This design comes from an exercise in tuning for small area and a short achievable clock period on the open sky130 flow, not from production work.
Only simulation tests tie the RTL to the original design; equivalence was not proved.
Power is estimated from default activity; no workload was simulated.

File: flow/run.sh
#!/bin/bash
# synth_recipe.tcl (not shown) runs the flow's synth.tcl, then flattens the netlist and writes it again
# the make line also repeats each setting of config.mk as NAME=value (left out here)
make -C /OpenROAD-flow-scripts/flow DESIGN_CONFIG=/design/flow/config.mk WORK_HOME=/design/flow/orfs CLKGATE_MAP_FILE= SYNTH_SCRIPT=/design/flow/synth_recipe.tcl finish
File: flow/config.mk
export PLATFORM = sky130hd
export DESIGN_NAME = gb_apu
export DESIGN_NICKNAME = gb_apu
export VERILOG_FILES = /design/flow/design.v
export SDC_FILE = /design/flow/constraint.sdc
export NUM_CORES = 4
export LEC_CHECK = 0
export CAP_MARGIN = 20
export CORE_MARGIN = 2
export CORE_UTILIZATION = 40
export SLEW_MARGIN = 20
File: flow/constraint.sdc
create_clock -name core_clock -period 11.0 [get_ports {clk}]
set_input_delay 2.2000 -clock core_clock [delete_from_list [all_inputs] [get_ports {clk}]]
set_output_delay 2.2000 -clock core_clock [all_outputs]
set_load 0.01 [all_outputs]
File: flow/design.v
module gbx_len #(
    parameter W = 6
) (
    input  logic         clk,
    input  logic         rst,
    input  logic         tick,
    input  logic         start,
    input  logic         single,
    input  logic [W-1:0] length,
    output logic         en
);
    logic [W-1:0] cnt;
    logic step;
    assign step = tick & single;
    always_ff @(posedge clk) begin
        if (rst) en <= 1'b0;
        else if (start) en <= 1'b1;
        else if (step & (&cnt)) en <= 1'b0;
    end
    always_ff @(posedge clk) begin
        if (start) cnt <= length | {W{~|length}};
        else if (step) cnt <= cnt + 1'b1;
    end
endmodule
module gbx_env (
    input  logic       clk,
    input  logic       tick,
    input  logic       start,
    input  logic [3:0] init,
    input  logic       inc,
    input  logic [2:0] n,
    output logic [3:0] vol
);
    logic [2:0] cnt;
    always_ff @(posedge clk) begin
        if (start) cnt <= n;
        else if (tick) cnt <= (cnt != 3'd0) ? cnt - 1'b1 : n;
    end
    always_ff @(posedge clk) begin
        if (start) vol <= init;
        else if (tick & (cnt == 3'd0) & (n != 3'd0) & inc)
            vol <= (&vol) ? 4'd14 : vol + 1'b1;
    end
endmodule
module gbx_pulse #(
    parameter SWEEP = 1
) (
    input  logic        clk,
    input  logic        len_rst,
    input  logic        len_clk,
    input  logic        env_clk,
    input  logic        sw_clk,
    input  logic        sp,
    input  logic [ 2:0] pace,
    input  logic        dec,
    input  logic [ 2:0] nsh,
    input  logic [ 1:0] duty,
    input  logic [ 5:0] length,
    input  logic [ 3:0] init,
    input  logic        inc,
    input  logic [ 2:0] nenv,
    input  logic        single,
    input  logic [10:0] freq,
    output logic [ 3:0] level,
    output logic        on
);
    logic [10:0] shadow;
    logic        ovf;
    generate
        if (SWEEP) begin : g_sweep
            logic [3:0] stimer;
            logic sen;
            logic [10:0] delta;
            logic [3:0] reload;
            assign delta  = shadow >> nsh;
            assign reload = (pace == 3'd0) ? 4'd8 : {1'b0, pace};
            always_ff @(posedge clk) begin
                if (sp) begin
                    shadow <= freq;
                    stimer <= reload;
                    sen    <= (pace != 3'd0) && (nsh != 3'd0);
                    ovf    <= 1'b0;
                end else if (sw_clk) begin
                    if (stimer != 4'd0) stimer <= stimer - 1'b1;
                    else begin
                        stimer <= reload;
                        if (sen) begin
                            if (dec) shadow <= shadow - delta;
                            else if (~ovf) {ovf, shadow} <= {1'b0, shadow} + {1'b0, delta};
                        end
                    end
                end
            end
        end else begin : g_nosweep
            always_ff @(posedge clk) begin
                if (sp) shadow <= freq;
            end
            assign ovf = 1'b0;
        end
    endgenerate
    logic [3:0] vol;
    gbx_env envelope (
        .clk  (clk),
        .tick (env_clk),
        .start(sp),
        .init (init),
        .inc  (inc),
        .n    (nenv),
        .vol  (vol)
    );
    logic len_en;
    gbx_len #(6) len (
        .clk   (clk),
        .rst   (len_rst),
        .tick  (len_clk),
        .start (sp),
        .single(single),
        .length(length),
        .en    (len_en)
    );
    logic [ 2:0] widx;
    logic [10:0] pd;
    logic [ 1:0] pdc;
    always_ff @(posedge clk) begin
        if (sp) pdc <= 2'b11;
        else pdc <= pdc - 1'b1;
    end
    always_ff @(posedge clk) begin
        if (sp) begin
            widx <= 3'd0;
            pd   <= freq;
        end else if (pdc == 2'b00) begin
            if (&pd) begin
                widx <= widx + 1'b1;
                pd   <= shadow;
            end else pd <= pd + 1'b1;
        end
    end
    logic wv;
    always_comb begin
        case (duty)
            2'b00:   wv = &widx;
            2'b01:   wv = &widx[2:1];
            2'b10:   wv = widx[2];
            default: wv = |widx[2:1];
        endcase
    end
    assign on    = len_en & ~ovf;
    assign level = (on & wv) ? vol : 4'b0000;
endmodule
module gbx_wave (
    input  logic        clk,
    input  logic        len_rst,
    input  logic        len_clk,
    input  logic        start,
    input  logic        sp,
    input  logic [ 7:0] length,
    input  logic [ 1:0] vol,
    input  logic        on,
    input  logic        single,
    input  logic [10:0] freq,
    input  logic [ 7:0] wdata,
    output logic [ 3:0] waddr,
    output logic [ 3:0] level,
    output logic        en
);
    logic [11:0] div;
    logic [ 4:0] ptr;
    always_ff @(posedge clk) begin
        if (sp) begin
            div <= {freq, 1'b0};
            ptr <= 5'd0;
        end else if (&div) begin
            if (on) ptr <= ptr + 1'b1;
            div <= {freq, 1'b0};
        end else div <= div + 1'b1;
    end
    assign waddr = ptr[4:1];
    logic [3:0] sample;
    assign sample = ptr[0] ? wdata[3:0] : wdata[7:4];
    always_comb begin
        if (on) begin
            case (vol)
                2'b00:   level = 4'b0000;
                2'b01:   level = sample;
                2'b10:   level = {1'b0, sample[3:1]};
                default: level = {2'b00, sample[3:2]};
            endcase
        end else level = 4'b0000;
    end
    gbx_len #(8) len (
        .clk   (clk),
        .rst   (len_rst),
        .tick  (len_clk),
        .start (start),
        .single(single),
        .length(length),
        .en    (en)
    );
endmodule
module gbx_noise (
    input  logic       clk,
    input  logic       len_rst,
    input  logic       len_clk,
    input  logic       env_clk,
    input  logic       sp,
    input  logic [5:0] length,
    input  logic [3:0] init,
    input  logic       inc,
    input  logic [2:0] nenv,
    input  logic [3:0] shift,
    input  logic       width7,
    input  logic [2:0] ratio,
    input  logic       single,
    output logic [3:0] level,
    output logic       en
);
    logic [ 6:0] pdiv;
    logic [21:0] calc;
    assign pdiv = (ratio == 3'd0) ? 7'd8 : {ratio, 4'b0000};
    assign calc = {15'd0, pdiv} << shift;
    logic [21:0] ft;
    logic [14:0] lfsr;
    logic        fb;
    assign fb = lfsr[0] ^ lfsr[1];
    always_ff @(posedge clk) begin
        if (sp) begin
            ft   <= calc;
            lfsr <= {15{1'b1}};
        end else if (ft == 22'd0) begin
            ft <= calc;
            lfsr <= width7 ? {fb, lfsr[14:8], fb, lfsr[6:1]} : {fb, lfsr[14:1]};
        end else ft <= ft - 1'b1;
    end
    logic [3:0] vol;
    gbx_env envelope (
        .clk  (clk),
        .tick (env_clk),
        .start(sp),
        .init (init),
        .inc  (inc),
        .n    (nenv),
        .vol  (vol)
    );
    gbx_len #(6) len (
        .clk   (clk),
        .rst   (len_rst),
        .tick  (len_clk),
        .start (sp),
        .single(single),
        .length(length),
        .en    (en)
    );
    assign level = (en & ~lfsr[0]) ? vol : 4'b0000;
endmodule
module gb_apu (
    input  logic        clk,
    input  logic        reset,
    input  logic [15:0] addr_i,
    input  logic [ 7:0] data_i,
    input  logic        wren,
    output logic [ 7:0] data_o,
    output logic [15:0] left,
    output logic [15:0] right
);
    logic       hi_ok, in_regs, in_wave, is26;
    logic [4:0] ridx;
    assign hi_ok   = (addr_i[15:6] == 10'b1111111100);
    assign in_regs = hi_ok & (addr_i[5] ^ addr_i[4]);
    assign in_wave = hi_ok & addr_i[5] & addr_i[4];
    assign ridx    = {~addr_i[4], addr_i[3:0]};
    assign is26    = in_regs & (ridx == 5'd22);
    logic [7:0] regs[32];
    logic       se;
    assign se = regs[22][7];
    logic       clr, wr_ok;
    logic [7:0] dcol;
    assign clr   = reset | (wren & is26 & ~data_i[7]);
    assign wr_ok = wren & in_regs & (se | (is26 & data_i[7]));
    assign dcol  = data_i & {8{~clr}};
    integer i;
    always_ff @(posedge clk) begin
        for (i = 0; i < 32; i = i + 1) begin
            if (clr | (wr_ok & (ridx == i[4:0]))) regs[i] <= dcol;
        end
    end
    logic [7:0] wave[16];
    logic [3:0] wave_addr_int, wave_addr;
    logic [7:0] wave_data;
    logic       ch3_dac;
    assign ch3_dac   = regs[10][7];
    assign wave_addr = ch3_dac ? wave_addr_int : addr_i[3:0];
    assign wave_data = wave[wave_addr];
    always_ff @(posedge clk) begin
        if (~reset & wren & in_wave) wave[wave_addr] <= data_i;
    end
    logic [3:0] trig_w, start, sp;
    assign trig_w[0] = wren & data_i[7] & (addr_i == 16'hFF14);
    assign trig_w[1] = wren & data_i[7] & (addr_i == 16'hFF19);
    assign trig_w[2] = wren & data_i[7] & (addr_i == 16'hFF1E);
    assign trig_w[3] = wren & data_i[7] & (addr_i == 16'hFF23);
    always_ff @(posedge clk) begin
        if (~reset) start <= trig_w;
        sp <= reset ? 4'b0000 : (trig_w & ~start);
    end
    logic [15:0] fdiv;
    always_ff @(posedge clk) begin
        if (reset) fdiv <= 16'd0;
        else fdiv <= fdiv + 1'b1;
    end
    logic len_clk, sw_clk, env_clk;
    assign len_clk = &fdiv[13:0];
    assign sw_clk  = &fdiv[14:0];
    assign env_clk = &fdiv[15:0];
    logic [3:0] ch1, ch2, ch3, ch4;
    logic ch1_on, ch2_on, ch3_on, ch4_on;
    gbx_pulse #(1) channel_1 (
        .clk    (clk),
        .len_rst(~se),
        .len_clk(len_clk),
        .env_clk(env_clk),
        .sw_clk (sw_clk),
        .sp     (sp[0]),
        .pace   (regs[0][6:4]),
        .dec    (regs[0][3]),
        .nsh    (regs[0][2:0]),
        .duty   (regs[1][7:6]),
        .length (regs[1][5:0]),
        .init   (regs[2][7:4]),
        .inc    (regs[2][3]),
        .nenv   (regs[2][2:0]),
        .single (regs[4][6]),
        .freq   ({regs[4][2:0], regs[3]}),
        .level  (ch1),
        .on     (ch1_on)
    );
    gbx_pulse #(0) channel_2 (
        .clk    (clk),
        .len_rst(~se),
        .len_clk(len_clk),
        .env_clk(env_clk),
        .sw_clk (sw_clk),
        .sp     (sp[1]),
        .pace   (3'd0),
        .dec    (1'b0),
        .nsh    (3'd0),
        .duty   (regs[6][7:6]),
        .length (regs[6][5:0]),
        .init   (regs[7][7:4]),
        .inc    (regs[7][3]),
        .nenv   (regs[7][2:0]),
        .single (regs[9][6]),
        .freq   ({regs[9][2:0], regs[8]}),
        .level  (ch2),
        .on     (ch2_on)
    );
    gbx_wave channel_3 (
        .clk    (clk),
        .len_rst(~se),
        .len_clk(len_clk),
        .start  (start[2]),
        .sp     (sp[2]),
        .length (regs[11]),
        .vol    (regs[12][6:5]),
        .on     (ch3_dac),
        .single (regs[14][6]),
        .freq   ({regs[14][2:0], regs[13]}),
        .wdata  (wave_data),
        .waddr  (wave_addr_int),
        .level  (ch3),
        .en     (ch3_on)
    );
    gbx_noise channel_4 (
        .clk    (clk),
        .len_rst(~se),
        .len_clk(len_clk),
        .env_clk(env_clk),
        .sp     (sp[3]),
        .length (regs[16][5:0]),
        .init   (regs[17][7:4]),
        .inc    (regs[17][3]),
        .nenv   (regs[17][2:0]),
        .shift  (regs[18][7:4]),
        .width7 (regs[18][3]),
        .ratio  (regs[18][2:0]),
        .single (regs[19][6]),
        .level  (ch4),
        .en     (ch4_on)
    );
    always_comb begin
        if (in_regs) begin
            if (ridx == 5'd22) data_o = {se, 3'b000, ch4_on, ch3_on, ch2_on, ch1_on};
            else data_o = regs[ridx];
        end else if (in_wave) data_o = wave_data;
        else data_o = 8'hFF;
    end
    logic [7:0] pan;
    assign pan = regs[21];
    logic [5:0] sum_l, sum_r;
    assign sum_l = (pan[4] ? {2'b00, ch1} : 6'd0) + (pan[5] ? {2'b00, ch2} : 6'd0)
                 + (pan[6] ? {2'b00, ch3} : 6'd0) + (pan[7] ? {2'b00, ch4} : 6'd0);
    assign sum_r = (pan[0] ? {2'b00, ch1} : 6'd0) + (pan[1] ? {2'b00, ch2} : 6'd0)
                 + (pan[2] ? {2'b00, ch3} : 6'd0) + (pan[3] ? {2'b00, ch4} : 6'd0);
    logic [8:0] mix_l, mix_r;
    assign mix_l = sum_l * regs[20][6:4];
    assign mix_r = sum_r * regs[20][2:0];
    assign left  = se ? {1'b0, mix_l, 6'b0} : 16'b0;
    assign right = se ? {1'b0, mix_r, 6'b0} : 16'b0;
endmodule
==> results.toml <==
[global_route]
grt_start_max_net_pins = 73
grt_pass1_wl_microns = 117000
grt_usage_pct = 21.7
antenna_found_initial = 2
overflow = 0
grt_pass1_vias = 18800

[synthesis]
yosysWarnings = 10
ys_seq_elements = 566
synth_edf_count = 477
synth.distinct_cells = 75
ys_async_sr_fraction_pct = 0
synthFlopType = "edfxtp_1"
synth-seq-area-share_pct = 58.5
netlist_area_sq_um = 27500
postSynthAreaPerCell_sq_um = 11.9
syn_inst = 2315

[sta]
rsz0062_at_grt = "no"
timing.final.ws_setup_ps = 242
worstMarginPinSlew_ps = 1180
finalSetupViolCount = 0
finalClockSkew_ps = 52.1
hold_violations = 0
slew_headroom_pct = 21.3
fmax_ghz = 0.0930
fin_crit_sh_pct = 97.8
drv_slew = 0
period_minus_slack_ps = 10760

[pwr]
p_switching_mw = 1.23
powerDensity_nw_per_um2 = 159
p_int_mw = 3.81
pwr-share-seq_pct = 50.6
ir_drop_mv = 0.133
comb_power_share_pct = 7.8
switching_share_pct = 24.4
p_leak_nw = 11.5
pwr-share-clk_pct = 41.6

[setup_path]
critical_path_required_ps = 8800
r2r-end = "channel_1.shadow[9]"
startpoint = "addr_i[0]"
r2r_cells = 12
start_kind = "input port"
critical_path_arrival_ps = 8560
path_depth = 26
crit_type = "in -> out"
critical_path.max_fanout = 6
endpoint = "left[10]"
path_delay_family = "adder cells"
regToRegSetupSlack_ps = 7140
r2r-start = "regs[0][1]"
end_kind = "output port"
slowest_delay_ps = 540
critPathBufInv = 10
slowest_stage = "fa_1"

[cts]
clock_latency_ps = 660
cts.reportedPaths.clkPinSlew_ps = 60
cts_hold_buffers = 0
cts_tree = "yes"
clkSinkCount = 566
cts-root-buf = "clkbuf_16"
h-tree-depth = 2
clockBufferDepth = 3
numCtsBuffers = 61

[cells_and_area]
syn2layout_area_growth_pct = 15.3
nets = 2562
fin_util_pct = 46.4
diodes = 0
final_cell_mix = "477 x edfxtp_1, 215 x nor2_1, 181 x nand2_1"
layout_commonest_cell = "edfxtp_1"
drive_gt1_share_pct = 12.0
fin_area_sq_um = 31700

[die]
die_y_microns = 266
die_x_microns = 266
rows = 96
coreArea_sq_um = 68300
ios = 67
initial_utilization_pct = 40.3
dieArea_sq_um = 70900

[run]
drv_cap = 0

[detailed_routing]
drtPass1Iterations = 5
viasPerCell = 5.81
routedWlPerCell_microns = 23.1
vias = 19600
detail-route-antenna-nets = 0
drt_wl_total_microns = 77700
drcViolationCount = 0
drtIter0Drc = 2419

[outcome]
status = "timing/DRC/antenna clean"

[place]
postPlaceCellArea_sq_um = 29500
dpl.hpwl_microns = 54900
place_congestion = 0.964
port_buffers = 52
place_ws_ps = -403

[min_path]
hp-class = "reg -> reg"
==> cell type report <==
type | count | area, sq um
Clock buffer | 75 | 1610
Fill cell | 6091 | 36600
Clock inverter | 41 | 455
Timing Repair Buffer | 150 | 1280
Multi-Input combinational cell | 1558 | 10800
Tap cell | 882 | 1100
Sequential cell | 566 | 16100
Inverter | 93 | 349
==> through the flow <==
step / power, mW / cells / hold slack, ps / setup TNS, ps
3_3_place_gp: 2.96 / 3248 / 378 / -1850
6_report: 5.04 / 3365 / 390 / 0
4_1_cts: 5.05 / 3365 / 398 / 0
2_1_floorplan: 2.79 / 2328 / 370 / 0
3_5_place_dp: 2.98 / 3248 / 384 / -2500
5_1_grt: 5.20 / 3365 / 411 / 0
==> metal layers <==
metal | share of wire, % | track usage (%) | routed length, microns | up-vias
li1 | - | - | - | 8896
met1 | 42 | 29.6 | 32300 | 9624
met2 | 46 | 33.8 | 35400 | 870
met3 | 9.0 | 4.65 | 6980 | 168
met4 | 3.9 | 8.40 | 3000 | 2
met5 | 0.019 | 0 | 15 | -
==> cell families (layout without fill, tap and decap cells) <==
family,Yosys count,in the layout,synth area share (%)
fa+ha+maj,105,105,5.54
mux,72,72,3.90
simple gates,782,782,14.2
xor+xnor,96,96,3.05
other cells,1,14,0.0136
flops,566,566,58.5
compound gates,489,489,11.7
buf+inv,204,359,3.10
==> worst reg2reg max path, delay by kind of cell (launching register included) <==
| family | cells | cell delay [ps] |
|---|---|---|
| AO/OA/AOI/OAI | 7 | 1630 |
| XOR/XNOR | 1 | 180 |
| adder cells (fa/ha/maj) | 1 | 330 |
| flip-flops | 1 | 800 |
| multiplexers | 1 | 420 |
| AND/OR/NAND/NOR | 2 | 240 |
==> what timing repair did <==
action	4_1_cts	5_1_grt
setup buffers	1	0
pin swaps	2	1
setup endpoints to repair	9	10
gates resized for setup	15	32
==> power groups by stage <==
stage               clock network [mW]  logic, mW  registers, mW
floorplan                            0      0.251           2.54
global placement                     0      0.376           2.59
detailed placement                   0      0.385           2.59
CTS                               2.12      0.388           2.55
global route                      2.21      0.428           2.56
finish                            2.10      0.394           2.55
==> synthesized netlist by cell type, types with 17 or more instances <==
master | instances | area [sq um]
o21ai_0 | 109 | 546
nor2b_1 | 29 | 181
a21oi_1 | 100 | 500
nor3_1 | 44 | 220
nand2b_1 | 27 | 169
xnor2_1 | 57 | 499
nand2_1 | 181 | 679
mux2i_1 | 34 | 340
nor4_1 | 21 | 131
or3_1 | 17 | 106
nand4_1 | 31 | 194
nand3b_1 | 24 | 180
a21o_1 | 26 | 195
xor2_1 | 39 | 342
dfxtp_1 | 89 | 1780
nor2_1 | 220 | 826
inv_1 | 92 | 345
and3_1 | 39 | 244
edfxtp_1 | 477 | 14300
nand3_1 | 60 | 300
mux4_2 | 27 | 608
and2_1 | 33 | 206
fa_1 | 28 | 561
ha_1 | 77 | 963
o31ai_1 | 32 | 240
clkbuf_1 | 82 | 308
a22oi_1 | 98 | 736
==> worst min path at each step <==
| stage | from | endpoint | slack, ps | cells after the start |
|---|---|---|---|---|
| after floorplan | channel_1.pdc[0] | channel_1.pdc[0] | 370 | 1 |
| after global placement | channel_1.pdc[0] | channel_1.pdc[0] | 380 | 1 |
| after detailed placement | channel_2.pdc[0] | channel_2.pdc[0] | 380 | 1 |
| after CTS | channel_2.pdc[0] | channel_2.pdc[0] | 400 | 1 |
| after global routing | channel_2.pdc[0] | channel_2.pdc[0] | 410 | 1 |
| final | channel_2.pdc[0] | channel_2.pdc[0] | 390 | 1 |
==> flip-flops by register name (all words and copies together) (netlist names), 5 cells and up <==
signal / flops
channel_1.len.cnt: 6
channel_1.pd: 11
channel_1.shadow: 11
channel_2.len.cnt: 6
channel_2.pd: 11
channel_2.shadow: 11
channel_3.div: 12
channel_3.len.cnt: 8
channel_3.ptr: 5
channel_4.ft: 22
channel_4.len.cnt: 6
channel_4.lfsr: 15
fdiv: 16
regs: 249
wave: 128

## re-timing with driven ports
The results above use ideal ports. As a check the final layout listed here was re-extracted and re-timed, cells and wires unchanged.
Step 1 (the two cells are an assumption about what drives the block):
set clk [get_ports {clk}]
set_driving_cell -lib_cell sky130_fd_sc_hd__clkbuf_16 $clk
set_driving_cell -lib_cell sky130_fd_sc_hd__buf_2 [delete_from_list [all_inputs] $clk]
Step 2 also shifts input and output timing later by t, the mid clock arrival at the registers, as if the neighbouring blocks saw the same clock.
Three values: ideal ports, drivers, drivers and shift; two values: the first two.
t, ns: 0.703
setup slack, ns: 0.242 / 0.224 / 0.224
worst setup path at the end: input to output
latest minus earliest clock arrival (ns): 0.059 / 0.059
After both steps this run still meets setup and hold. For this run, drivers alone change the setup slack by -0.018 ns; drivers and shift together by -0.018 ns.
